What follows belongs to an exercise in optimizing a design on an open flow for small area, a short achievable clock period and few clock cycles; a production flow would make more cautious choices. No activity file was given, so power comes from the tool's default toggle rates.

==> flow/design.v <==
module neural(input  logic clk, reset, run_inference,
              output logic ready,
              output logic [9:0] RAM_address,
              output logic [7:0] RAM_wd,
              output logic RAM_we,
              input  logic [7:0] RAM_rd);
  localparam logic [2:0] K_NONE = 3'd0, K_TWO = 3'd1, K_NS = 3'd2, K_SH = 3'd3,
                         K_IN = 3'd4, K_MAC = 3'd5;
  localparam logic [2:0] S_IDLE = 3'd0, S_INP = 3'd1, S_NODE = 3'd2,
                         S_SWITCH = 3'd3, S_DONE = 3'd4, S_WE = 3'd5;
  logic [2:0]  st;
  logic        busy;           
  logic [1:0]  hc;             
  logic [2:0]  dk, pk, rk, mk;
  logic        vmac;
  logic [3:0]  A;              
  logic [4:0]  B;              
  logic [4:0]  Bn;             
  logic [2:0]  Lr;             
  logic [2:0]  s;              
  logic [9:0]  colbase;        
  logic [9:0]  nxtP;           
  logic        rb;             
  logic [4:0]  nj;             
  logic        ph;             
  logic [3:0]  pos;            
  logic        rowd;           
  logic        shpend;         
  logic        nspend;         
  logic        nsdone;         
  logic [3:0]  wc0, wc1;       
  logic [4:0]  dr;             
  logic        dbias, dfin, dlast, drb, doutl, dendl;
  logic [3:0]  pr, rr;
  logic        pbias, pfin, plast, prb, poutl, pendl;
  logic        rbias, rfin, rlast, rrb, routl, rendl;
  logic        mbias, mlast, mrb, moutl, mendl;
  logic        vlast, vrb, voutl, vendl;
  logic [7:0]  X [0:14];
  logic [6:0]  Y [0:14];
  logic signed [7:0]  wq, xq;
  logic signed [18:0] acc;
  logic [18:0] pp [0:7];
  always_comb
    for (int i = 0; i < 8; i++) begin
      pp[i] = '0;
      for (int j = 0; j < 8; j++) pp[i][i+j] = (wq[j] & xq[i]) ^ ((i == 7) ^ (j == 7));
    end
  logic [3:0]  sh;
  logic signed [7:0] mx;
  logic [3:0]  idx;
  logic [3:0]  wcr;
  logic [14:0] nz, known, amask, me, above, cnd, low, rest;
  logic [3:0]  lowk;
  logic        lowknown;
  always_comb begin
    wcr = rb ? wc1 : wc0;
    known = 15'(~(16'hffff << wcr));       
    amask = 15'(~(16'hffff << A));         
    for (int k = 0; k < 15; k++) begin
      nz[k]    = rb ? (Y[k] != 7'd0) : (X[k] != 8'd0);
      me[k]    = amask[k] & (~known[k] | nz[k]);
    end
    above = rowd ? 15'(16'hfffe << pos) : 15'h7fff;    
    cnd  = ph ? (me & above) : me;
    low  = cnd & (~cnd + 15'd1);
    rest = cnd & ~low;
    lowk = 4'd0;
    for (int k = 0; k < 15; k++) if (low[k]) lowk = lowk | 4'(k);
    lowknown = |(low & known);
  end
  assign ready = ~busy;
  wire start = (st == S_IDLE) && run_inference;
  wire hidden  = (s < Lr - 3'd1);
  wire shneed  = shpend && hidden;
  wire lastnode = (nj == B);    
  logic [2:0]  n_st, n_dk;
  logic [3:0]  n_A, n_wc0, n_wc1;
  logic [4:0]  n_B, n_nj, n_dr;
  logic [2:0]  n_s;
  logic [9:0]  n_colbase;
  logic        n_rb, n_ph, n_shpend, n_nspend, n_nsdone;
  logic [3:0]  n_pos;
  logic        n_rowd;
  logic        n_dbias, n_dfin, n_dlast, n_drb, n_doutl, n_dendl;
  logic        n_busy, n_we;
  logic [9:0]  n_addr;
  logic [7:0]  n_wd;
  logic [22:0] ae;
  logic [14:0] a1;
  logic [10:0] a2;
  logic [8:0]  a3;
  logic [7:0]  r8;
  logic        ovf;
  logic [15:0] shm;
  logic signed [7:0] y8;
  logic [6:0]  y7;
  always_comb begin
    ae = {{4{acc[18]}}, acc};
    for (int i = 0; i < 15; i++) a1[i] = sh[3] ? ae[i+8] : ae[i];
    for (int i = 0; i < 11; i++) a2[i] = sh[2] ? a1[i+4] : a1[i];
    for (int i = 0; i < 9; i++)  a3[i] = sh[1] ? a2[i+2] : a2[i];
    for (int i = 0; i < 8; i++)  r8[i] = sh[0] ? a3[i+1] : a3[i];
    shm = 16'hffff << sh;                  
    ovf = |((acc[17:7] ^ {11{acc[18]}}) & shm[10:0]);
    y8 = ovf ? (acc[18] ? 8'sh80 : 8'sh7f) : r8;
    y7 = acc[18] ? 7'd0 : (ovf ? 7'h7f : r8[6:0]);
  end
  wire [3:0] vj = vrb ? wc0 : wc1;
  logic signed [7:0] yq;
  logic [3:0]  wj;
  logic        wv, wend;
  wire ge = (yq >= mx);
  wire signed [7:0] mx_n = ge ? yq : mx;
  wire [3:0] idx_n = ge ? wj : idx;
  wire vdo = vmac && vlast;
  always_comb begin
    n_st = st; n_dk = K_NONE; n_A = A; n_B = B; n_s = s;
    n_nj = nj; n_dr = {1'b0, lowk}; n_colbase = colbase; n_rb = rb; n_ph = ph;
    n_shpend = shpend; n_nspend = nspend; n_nsdone = nsdone; n_pos = pos; n_rowd = rowd;
    n_wc0 = wc0; n_wc1 = wc1;
    n_dbias = 1'b0; n_dfin = 1'b0; n_dlast = 1'b0; n_drb = rb; n_doutl = ~hidden;
    n_dendl = 1'b0;
    n_busy = busy; n_we = 1'b0; n_addr = RAM_address;
    n_wd = {4'd0, (mx == -8'sd128 && yq == -8'sd128) ? 4'd15 : idx_n};
    case (st)
      S_IDLE: begin
        n_wc0 = 4'd0; n_nsdone = 1'b0;
        n_s = 3'd1; n_rb = 1'b0; n_wc1 = 4'd0; n_nj = 5'd0; n_ph = 1'b0; n_shpend = 1'b1;
      end
      S_INP: begin
        if (!nsdone && nj == 5'd1) begin
          n_dk = K_NS; n_nspend = 1'b1; n_nsdone = 1'b1;
        end else if (nj == 5'd0 || nj[3:0] < A) begin
          n_dk = K_IN; n_dr = nj; n_nj = nj + 5'd1;
          if (nsdone && nj[3:0] + 4'd1 == A) begin n_st = S_NODE; n_nj = 5'd0; end
        end else begin n_st = S_NODE; n_nj = 5'd0; end
      end
      S_NODE: begin
        if (s == 3'd1 && nj == 5'd0) n_colbase = {7'd0, Lr} + 10'd2;
        if (shneed && nj == 5'd0) begin
          n_dk = K_SH; n_dr = {1'b0, A} + 5'd1; n_shpend = 1'b0;
        end else if (!ph) begin
          n_dk = K_MAC; n_dr = {1'b0, A}; n_dbias = 1'b1; n_dlast = (cnd == 15'd0);
          n_dendl = (nj + 5'd1 == B);
          if (nj != 5'd0) n_colbase = colbase + 10'd1;
          n_nj = nj + 5'd1;
          n_rowd = 1'b0;
          if (cnd == 15'd0) begin
            if (nj + 5'd1 == B) n_st = hidden ? S_SWITCH : S_DONE;
          end else n_ph = 1'b1;
        end else if (cnd == 15'd0) begin
          n_dk = K_MAC; n_dfin = 1'b1; n_dlast = 1'b1; n_dendl = lastnode; n_ph = 1'b0;
          if (lastnode) n_st = hidden ? S_SWITCH : S_DONE;
        end else if (lowknown) begin
          n_dk = K_MAC; n_dr = {1'b0, lowk}; n_dlast = (rest == 15'd0);
          n_dendl = lastnode && (rest == 15'd0);
          n_pos = lowk; n_rowd = 1'b1;
          if (rest == 15'd0) begin
            n_ph = 1'b0;
            if (lastnode) n_st = hidden ? S_SWITCH : S_DONE;
          end
        end
      end
      S_SWITCH: if (!nspend) begin
        n_s = s + 3'd1; n_A = B[3:0]; n_B = Bn; n_rb = ~rb; n_nj = 5'd0; n_ph = 1'b0;
        n_colbase = nxtP;
        if (rb) n_wc1 = 4'd0; else n_wc0 = 4'd0;
        n_st = S_NODE;
        if (s + 3'd2 < Lr) begin    
          n_dk = K_NS; n_nspend = 1'b1; n_shpend = 1'b1;
        end else begin
          n_shpend = 1'b0;
          n_dk = K_MAC; n_dr = {1'b0, B[3:0]}; n_dbias = 1'b1; n_drb = ~rb; n_doutl = 1'b1;
          n_dendl = (Bn == 5'd1);
          n_nj = 5'd1; n_ph = 1'b1; n_rowd = 1'b0;
        end
      end
      S_WE: begin
        n_busy = 1'b0; n_addr = 10'd0; n_st = S_IDLE;
      end
      default: ;
    endcase
    case (dk)
      K_TWO:  n_addr = 10'd2;
      K_NS:   n_addr = {7'd0, s} + 10'd2;
      K_IN:   n_addr = {8'(dr[3:0] - 4'd3), 2'b11};
      K_MAC, K_SH: n_addr = colbase + 10'(dr * B);
      default: ;
    endcase
    if (rk == K_IN) n_wc0 = n_wc0 + 4'd1;
    if (vdo) begin
      if (vrb) n_wc0 = wc0 + 4'd1; else n_wc1 = wc1 + 4'd1;
    end
    if (wend) begin
      n_we = 1'b1; n_addr = 10'd1023;
      n_st = S_WE;
    end
  end
  always_ff @(posedge clk or posedge reset) begin
    if (reset) begin
      st <= S_IDLE; hc <= 2'd0; dk <= K_NONE; pk <= K_NONE; rk <= K_NONE; mk <= K_NONE;
      wv <= 1'b0; wend <= 1'b0;
      vmac <= 1'b0; busy <= 1'b0; RAM_we <= 1'b0; RAM_address <= 10'd0;
    end else begin
      st <= start ? S_INP : n_st; dk <= start ? K_TWO : n_dk; pk <= dk; rk <= pk; mk <= rk; vmac <= (mk == K_MAC);
      wv <= vdo && voutl; wend <= vdo && voutl && vendl;
      hc <= start ? 2'd1 : (hc == 2'd0) ? 2'd0 : hc + 2'd1;
      busy <= start | n_busy; RAM_we <= n_we; RAM_address <= start ? 10'd1 : n_addr;
    end
  end
  always_ff @(posedge clk) begin
    A <= n_A; B <= n_B; s <= n_s; nj <= n_nj; dr <= n_dr;
    colbase <= n_colbase; rb <= n_rb; ph <= n_ph; shpend <= n_shpend;
    nspend <= n_nspend; nsdone <= n_nsdone; pos <= n_pos; rowd <= n_rowd; wc0 <= n_wc0; wc1 <= n_wc1;
    RAM_wd <= n_wd;
    dbias <= n_dbias; dfin <= n_dfin; dlast <= n_dlast; drb <= n_drb; doutl <= n_doutl;
    dendl <= n_dendl;
    pr <= dr[3:0]; pbias <= dbias; pfin <= dfin; plast <= dlast; prb <= drb;
    poutl <= doutl; pendl <= dendl;
    if (dk == K_SH) nxtP <= colbase + 10'(dr * B) + 10'd1;
    rr <= pr; rbias <= pbias; rfin <= pfin; rlast <= plast; rrb <= prb;
    routl <= poutl; rendl <= pendl;
    case (hc)
      2'd1: Lr <= RAM_rd[2:0];
      2'd2: A <= RAM_rd[3:0];
      2'd3: B <= RAM_rd[4:0];
      default: ;
    endcase
    if (rk == K_NS) begin nspend <= 1'b0; Bn <= RAM_rd[4:0]; end
    wq <= RAM_rd;
    xq <= rbias ? 8'sd5 : (rfin || rk != K_MAC) ? 8'sd0 :
          (rrb ? {1'b0, Y[rr]} : X[rr]);
    mbias <= rbias && rk == K_MAC; mlast <= rlast; mrb <= rrb; moutl <= routl; mendl <= rendl;
    acc <= (mbias ? 19'sd0 : acc) + pp[0] + pp[1] + pp[2] + pp[3] + pp[4] + pp[5] + pp[6] + pp[7]
           + 19'h78100;
    if (mk == K_SH || (mk == K_NS && Lr == 3'd2)) sh <= wq[3:0];
    vlast <= mlast; vrb <= mrb; voutl <= moutl; vendl <= mendl;
    yq <= y8; wj <= vj;
    if (wv) begin mx <= mx_n; idx <= idx_n; end
    if (st == S_IDLE) begin mx <= -8'sd128; idx <= 4'd0; end
  end
  wire inw = (rk == K_IN);
  wire hw  = vdo && !voutl;
  wire [7:0] xwd = inw ? RAM_rd : {1'b0, y7};
  always_ff @(posedge clk) begin
    for (int k = 0; k < 15; k++) begin
      if ((inw || (hw && vrb)) && wc0 == 4'(k)) X[k] <= xwd;
      if (hw && !vrb && wc1 == 4'(k)) Y[k] <= y7;
    end
  end
endmodule
Settings: LEC_CHECK=0, CAP_MARGIN=20, CORE_MARGIN=2, CORE_UTILIZATION=40, CTS_BUF_LIST=sky130_fd_sc_hd__clkbuf_16, CTS_CLUSTER_DIAMETER=80, CTS_CLUSTER_SIZE=24, SLEW_MARGIN=20; clock period 20.0 ns.
standard.sh (not shown) runs the stock make flow with config.mk's settings and CLKGATE_MAP_FILE= SYNTH_SCRIPT=/design/flow/synth_recipe.tcl, a recipe that flattens the netlist after the stock synthesis.
==> flow/flow/run.sh <==
#!/bin/bash
# The standard layout, with faster port buffers than buffer_ports picks by default.
set -euo pipefail
export BUFFER_PORTS_ARGS="-buffer_cell sky130_fd_sc_hd__buf_4"
bash standard.sh > make_finish.log 2>&1
Edit:
--- a/flow/design.v
+++ b/flow/design.v
@@ -36,4 +36,6 @@
   logic        rbias, rfin, rlast, rrb, routl, rendl;
   logic        mbias, mlast, mrb, moutl, mendl;
+  logic        cbias, clast, crb, coutl, cendl;
+  logic [2:0]  ck;
   logic        vlast, vrb, voutl, vendl;
   logic [7:0]  X [0:14];
@@ -41,5 +43,6 @@
   logic signed [7:0]  wq, xq;
   logic signed [18:0] acc;
-  logic [18:0] pp [0:7];
+  logic [15:0] pp [0:7];
+  logic signed [15:0] pq;
   always_comb
     for (int i = 0; i < 8; i++) begin
@@ -71,5 +74,4 @@
   end
   assign ready = ~busy;
-  wire start = (st == S_IDLE) && run_inference;
   wire hidden  = (s < Lr - 3'd1);
   wire shneed  = shpend && hidden;
@@ -128,4 +130,7 @@
         n_wc0 = 4'd0; n_nsdone = 1'b0;
         n_s = 3'd1; n_rb = 1'b0; n_wc1 = 4'd0; n_nj = 5'd0; n_ph = 1'b0; n_shpend = 1'b1;
+        if (run_inference) begin
+          n_dk = K_TWO; n_st = S_INP; n_busy = 1'b1; n_addr = 10'd1;
+        end
       end
       S_INP: begin
@@ -201,11 +206,11 @@
     if (reset) begin
       st <= S_IDLE; hc <= 2'd0; dk <= K_NONE; pk <= K_NONE; rk <= K_NONE; mk <= K_NONE;
-      wv <= 1'b0; wend <= 1'b0;
+      ck <= K_NONE; wv <= 1'b0; wend <= 1'b0;
       vmac <= 1'b0; busy <= 1'b0; RAM_we <= 1'b0; RAM_address <= 10'd0;
     end else begin
-      st <= start ? S_INP : n_st; dk <= start ? K_TWO : n_dk; pk <= dk; rk <= pk; mk <= rk; vmac <= (mk == K_MAC);
+      st <= n_st; dk <= n_dk; pk <= dk; rk <= pk; mk <= rk; ck <= mk; vmac <= (ck == K_MAC);
       wv <= vdo && voutl; wend <= vdo && voutl && vendl;
-      hc <= start ? 2'd1 : (hc == 2'd0) ? 2'd0 : hc + 2'd1;
-      busy <= start | n_busy; RAM_we <= n_we; RAM_address <= start ? 10'd1 : n_addr;
+      hc <= (st == S_IDLE && run_inference) ? 2'd1 : (hc == 2'd0) ? 2'd0 : hc + 2'd1;
+      busy <= n_busy; RAM_we <= n_we; RAM_address <= n_addr;
     end
   end
@@ -230,11 +235,12 @@
     if (rk == K_NS) begin nspend <= 1'b0; Bn <= RAM_rd[4:0]; end
     wq <= RAM_rd;
-    xq <= rbias ? 8'sd5 : (rfin || rk != K_MAC) ? 8'sd0 :
+    xq <= rbias ? 8'sd5 : (rk == K_SH || rk == K_NS) ? 8'sd1 : (rfin || rk != K_MAC) ? 8'sd0 :
           (rrb ? {1'b0, Y[rr]} : X[rr]);
     mbias <= rbias && rk == K_MAC; mlast <= rlast; mrb <= rrb; moutl <= routl; mendl <= rendl;
-    acc <= (mbias ? 19'sd0 : acc) + pp[0] + pp[1] + pp[2] + pp[3] + pp[4] + pp[5] + pp[6] + pp[7]
-           + 19'h78100;
-    if (mk == K_SH || (mk == K_NS && Lr == 3'd2)) sh <= wq[3:0];
-    vlast <= mlast; vrb <= mrb; voutl <= moutl; vendl <= mendl;
+    pq <= pp[0] + pp[1] + pp[2] + pp[3] + pp[4] + pp[5] + pp[6] + pp[7] + 16'h8100;
+    cbias <= mbias; clast <= mlast; crb <= mrb; coutl <= moutl; cendl <= mendl;
+    acc <= (cbias ? 19'sd0 : acc) + 19'(pq);
+    if (ck == K_SH || (ck == K_NS && Lr == 3'd2)) sh <= pq[3:0];
+    vlast <= clast; vrb <= crb; voutl <= coutl; vendl <= cendl;
     yq <= y8; wj <= vj;
     if (wv) begin mx <= mx_n; idx <= idx_n; end
The changed run finished clean. Count of clock-buffer cells in the layout is lower by 3. Synthesized cell count is higher by 2.5%. Cell area is higher by 2.1%. Die area is higher by 2.7%. Routed wire length is lower by 1.2%. Fmax is higher by 6.2%. Final cell count is higher by 1.8%. Power is lower by 33%. Setup slack is better by 320 ps. Global-route usage is lower by 0.62 points. Register-to-register slack is better by 660 ps. Via count is higher by 1.3%.
No functional check of the RTL was part of any run of this note.

what the ideal ports hide:
Ports are ideal in the flow. The routed layouts listed here were re-timed in OpenROAD.
Step 1 (the two cells are an assumption about what drives the block):
set clk [get_ports {clk}]
set_driving_cell -lib_cell sky130_fd_sc_hd__clkbuf_16 $clk
set_driving_cell -lib_cell sky130_fd_sc_hd__buf_2 [delete_from_list [all_inputs] $clk]
Step 2 also shifts input and output timing later by t, the mid clock arrival at the registers, as if the neighbouring blocks saw the same clock.
a / b / c = ideal ports / drivers / drivers and shift; a / b = the first two.
run | t (ns) | slack for setup (ns) | hold WS [ns] | worst setup path after step 2 | latest minus earliest clock arrival (ns)
the first run | 0.635 | 14.527 / 14.527 / 14.431 | 0.313 / 0.313 / 0.313 | input to register | 0.024 / 0.024
the second run | 0.649 | 14.845 / 14.785 / 14.540 | 0.314 / 0.314 / 0.314 | input to register | 0.040 / 0.039
After both steps every run listed still meets setup and hold. The setup slack of the second run, which loses most, moves by -0.060 ns with the drivers and by -0.305 ns with both steps.
